This design comes from an exercise in tuning for small area and a short achievable clock period on the open sky130 flow, not from production work.
In this exercise RTL edits were held to simulation tests only and were not proved equivalent to the original.

==> flow/design.v (excerpt) <==
module FIR1 (X, clk, Y, reset);
  input  [13:0] X;
  input         clk;
  output [13:0] Y;
  input         reset;
  reg [13:0] d1;
  reg [13:0] d2;
  reg [13:0] d3;
  reg [13:0] d4;
  reg [13:0] d5;
  reg [13:0] d6;
  reg [13:0] d7;
  reg [13:0] d8;
  reg [13:0] d9;
  reg [13:0] d10;
  reg [13:0] d11;
  reg [13:0] d12;
  reg [13:0] d13;
  reg [13:0] d14;
  reg [13:0] d15;
  reg [13:0] d16;
  reg [13:0] d17;
  reg [13:0] d18;
  reg [13:0] d19;
  reg [13:0] d20;
  reg [14:0] q2_0;
  reg [14:0] q2_2;
  reg [14:0] q2_3;
  reg [29:0] r2a;
  reg [28:0] r2b;
  reg [27:0] r1;
  reg [13:0] Y;
  wire s1 = d4[0] ^ d14[0];
  wire c2 = d4[0] | d14[0];
  wire s3 = d4[1] ^ d14[1];
  wire c4 = d4[1] | d14[1];
  wire s5, c6;
  FIR1_fa us5 (q2_3[6], q2_3[0], d20[9], s5, c6);
  wire s7, c8;
  FIR1_ha us7 (d18[9], d18[7], s7, c8);
  wire s9, c10;
  FIR1_fa us9 (d4[2], d14[2], q2_3[7], s9, c10);
  wire s11, c12;
  FIR1_fa us11 (q2_3[1], d20[10], d18[10], s11, c12);
  wire s13, c14;
  FIR1_fa us13 (q2_0[12], q2_0[8], q2_0[6], s13, c14);
  wire s15, c16;
  FIR1_fa us15 (d4[3], d14[3], q2_3[8], s15, c16);
  wire s17, c18;
  FIR1_fa us17 (q2_3[2], q2_3[0], d20[11], s17, c18);
  wire s19, c20;
  FIR1_fa us19 (d18[11], d18[9], d18[7], s19, c20);
  wire s21 = q2_0[13] ^ q2_0[9];
  wire c22 = q2_0[13] | q2_0[9];
  wire s23, c24;
  ...
Size: ~30 I/O pins, roughly 0.023 mm^2 of cells after synthesis.
clock: 10.0 ns
lec_check: 0
cap_margin: 20
core_margin: 2
core_utilization: 40
cts_cluster_diameter: 150
cts_cluster_size: 20
slew_margin: 20
synth_hierarchical: 1
synth_minimum_keep_size: 0
tns_end_percent: 10
standard.sh (not shown) runs the stock make flow with config.mk's settings and CLKGATE_MAP_FILE= SYNTH_SCRIPT=/design/flow/synth_recipe.tcl, a recipe that flattens the netlist after the stock synthesis.
==> flow/flow/run.sh <==
#!/bin/bash
set -euo pipefail
bash standard.sh SETUP_SLACK_MARGIN=6.0 finish > standard_run.log 2>&1
The baseline went through all stages and came out clean.
Edit:
==> flow/flow/run.sh (replaced) <==
#!/bin/bash
set -euo pipefail
bash standard.sh SETUP_SLACK_MARGIN=6.3 finish > standard_run.log 2>&1
--- a/flow/config.mk
+++ b/flow/config.mk
@@ -11,2 +10,0 @@
-export CTS_CLUSTER_DIAMETER = 150
-export CTS_CLUSTER_SIZE = 20
@@ -16 +13,0 @@
-export TNS_END_PERCENT = 10
Worst setup slack gains 0.093 ns.
Area after synthesis is unchanged.
Cell count grows by a few percent.
Wire length grows by a few percent.
Design area grows by a few percent.
First-iteration DRC count grows by about a fifth.
Global-route usage grows by 0.71 points.
Sequential share of layout area shrinks by 2.5 points.
Via count grows by a few percent.
Core utilization grows by 2.9 points.
Edit:
==> flow/flow/run.sh (replaced) <==
#!/bin/bash
set -euo pipefail
bash standard.sh SETUP_SLACK_MARGIN=6.0 finish > standard_run.log 2>&1
--- a/flow/config.mk
+++ b/flow/config.mk
@@ -10,0 +11,2 @@
+export CTS_CLUSTER_DIAMETER = 150
+export CTS_CLUSTER_SIZE = 20
After rerunning: Die area is unchanged. Fmax went up by 1.2%. Final cell count went down by 2.9%. Critical path depth is unchanged. Routed wire length went down by 3.1%. Via count went down by 2.4%. Utilization went down by 2.8 points. Design area went down by 5.9%.
Edit:
==> flow/flow/run.sh (replaced) <==
#!/bin/bash
set -euo pipefail
bash standard.sh SETUP_SLACK_MARGIN=6.3 finish > standard_run.log 2>&1
--- a/flow/config.mk
+++ b/flow/config.mk
@@ -11,2 +11,2 @@
-export CTS_CLUSTER_DIAMETER = 150
-export CTS_CLUSTER_SIZE = 20
+export CTS_BUF_LIST = sky130_fd_sc_hd__clkbuf_4 sky130_fd_sc_hd__clkbuf_8
+export CTS_CLUSTER_SIZE = 30
After rerunning:
- The new run completed with no timing, DRC or antenna violations
- non-clock buffer count grows by 25
- critical path depth stays the same
- design area grows by 6.0%
- setup slack got worse by 0.014 ns
- utilization grows by 2.7 points

---

Starting RTL as in the previous note.
Design FIR1, start of the top module:
module FIR1 (X, clk, Y, reset);
  input  [13:0] X;
  input         clk;
  output [13:0] Y;
  input         reset;
  reg [13:0] d1;
  reg [13:0] d2;
  reg [13:0] d3;
  reg [13:0] d4;
  reg [13:0] d5;
  reg [13:0] d6;
  reg [13:0] d7;
  reg [13:0] d8;
  reg [13:0] d9;
  reg [13:0] d10;
  reg [13:0] d11;
  reg [13:0] d12;
  reg [13:0] d13;
  reg [13:0] d14;
  reg [13:0] d15;
  reg [13:0] d16;
  reg [13:0] d17;
  reg [13:0] d18;
  reg [13:0] d19;
  reg [13:0] d20;
  reg [14:0] q2_0;
  reg [14:0] q2_2;
  reg [14:0] q2_3;
  reg [29:0] r2a;
  reg [28:0] r2b;
  reg [27:0] r1;
  reg [13:0] Y;
  wire s1 = d4[0] ^ d14[0];
  wire c2 = d4[0] | d14[0];
  wire s3 = d4[1] ^ d14[1];
  wire c4 = d4[1] | d14[1];
  wire s5, c6;
  FIR1_fa us5 (q2_3[6], q2_3[0], d20[9], s5, c6);
  wire s7, c8;
  FIR1_ha us7 (d18[9], d18[7], s7, c8);
  wire s9, c10;
  FIR1_fa us9 (d4[2], d14[2], q2_3[7], s9, c10);
  wire s11, c12;
  FIR1_fa us11 (q2_3[1], d20[10], d18[10], s11, c12);
  wire s13, c14;
  FIR1_fa us13 (q2_0[12], q2_0[8], q2_0[6], s13, c14);
  wire s15, c16;
  FIR1_fa us15 (d4[3], d14[3], q2_3[8], s15, c16);
  wire s17, c18;
  FIR1_fa us17 (q2_3[2], q2_3[0], d20[11], s17, c18);
  wire s19, c20;
  FIR1_fa us19 (d18[11], d18[9], d18[7], s19, c20);
  wire s21 = q2_0[13] ^ q2_0[9];
  wire c22 = q2_0[13] | q2_0[9];
  wire s23, c24;
  FIR1_fa us23 (q2_0[14], d4[4], d14[4], s23, c24);
  wire s25, c26;
  FIR1_fa us25 (q2_2[14], q2_3[9], q2_3[3], s25, c26);
  wire s27, c28;
  FIR1_fa us27 (q2_3[1], d9[0], d20[12], s27, c28);
  wire s29, c30;
  FIR1_fa us29 (d18[12], d18[10], d18[8], s29, c30);
  wire s31 = q2_0[10] ^ q2_0[8];
  wire c32 = q2_0[10] | q2_0[8];
  wire s33, c34;
  FIR1_fa us33 (d4[5], d14[5], q2_3[14], s33, c34);
  wire s35, c36;
  FIR1_fa us35 (q2_3[10], q2_3[4], q2_3[2], s35, c36);
  wire s37, c38;
  FIR1_fa us37 (d9[1], d18[11], d18[9], s37, c38);
  wire s39, c40;
  ...
export LEC_CHECK = 0
export CAP_MARGIN = 20
export CORE_MARGIN = 2
export CORE_UTILIZATION = 40
export CTS_CLUSTER_DIAMETER = 150
export CTS_CLUSTER_SIZE = 20
export SLEW_MARGIN = 20
export SYNTH_HIERARCHICAL = 1
export SYNTH_MINIMUM_KEEP_SIZE = 0
create_clock -name core_clock -period 10.0 [get_ports {clk}]
==> flow/flow/run.sh <==
#!/bin/bash
set -euo pipefail
bash standard.sh SETUP_SLACK_MARGIN=6.1 finish > standard_run.log 2>&1
The starting point finished clean.
Next try:
==> flow/flow/run.sh (replaced) <==
#!/bin/bash
set -euo pipefail
bash standard.sh SETUP_SLACK_MARGIN=6.0 finish > standard_run.log 2>&1
- CTS_CLUSTER_SIZE: 20 -> 26
Effect: The new run completed without violations; die area does not change; first-iteration DRC count came out higher by 7.9%; hold slack improved by 0.0037 ns; worst setup slack gets better by 0.052 ns.
Next try:
==> flow/flow/run.sh (replaced) <==
#!/bin/bash
set -euo pipefail
bash standard.sh SETUP_SLACK_MARGIN=5.7 finish > standard_run.log 2>&1
- CTS_CLUSTER_DIAMETER: 150 -> default
- CTS_CLUSTER_SIZE: 26 -> default
=> Setup slack got worse by 0.28 ns. Core utilization is higher by 0.80 points. Via count is lower by 0.60%. Routed wire length barely changes.

[afterwards: timing with drivers on the ports]
The flow's constraints put no driver on any port. The routed layouts listed below were extracted and timed again, unchanged, in two steps. Step 1 sets driving cells, clkbuf_16 on the clock port and buf_2 on the other inputs (assumed; they add their load-dependent delay and slew). Step 2 moves the port delays by t, midway between the first and last clock arrival at a register: inputs arrive t later, outputs are due t later. That takes back most of the time a late clock gives input paths. Three values: ideal, step 1, step 2; two values: the first two.
run	t (ns)	setup WS [ns]	worst data-port slew with drivers (ns)	cell pins on the clock port's net
the first run of note 1	0.609	5.943 / 5.943 / 5.441	0.05	1
the second run of note 1	0.629	6.036 / 6.036 / 5.485	0.05	1
the third run of note 1	0.622	6.083 / 6.083 / 5.525	0.05	1
the fourth run of note 1	0.683	6.069 / 6.069 / 5.474	0.05	1
the first run of note 2	0.614	6.014 / 6.025 / 5.415	0.06	1
the second run of note 2	0.599	6.066 / 6.083 / 5.500	0.06	1
the third run of note 2	0.611	5.787 / 5.787 / 5.275	0.03	1
After both steps setup and hold are still met in every run listed. For the first run of note 2, which loses most, drivers alone change the setup slack by +0.011 ns; drivers and shift together by -0.599 ns.
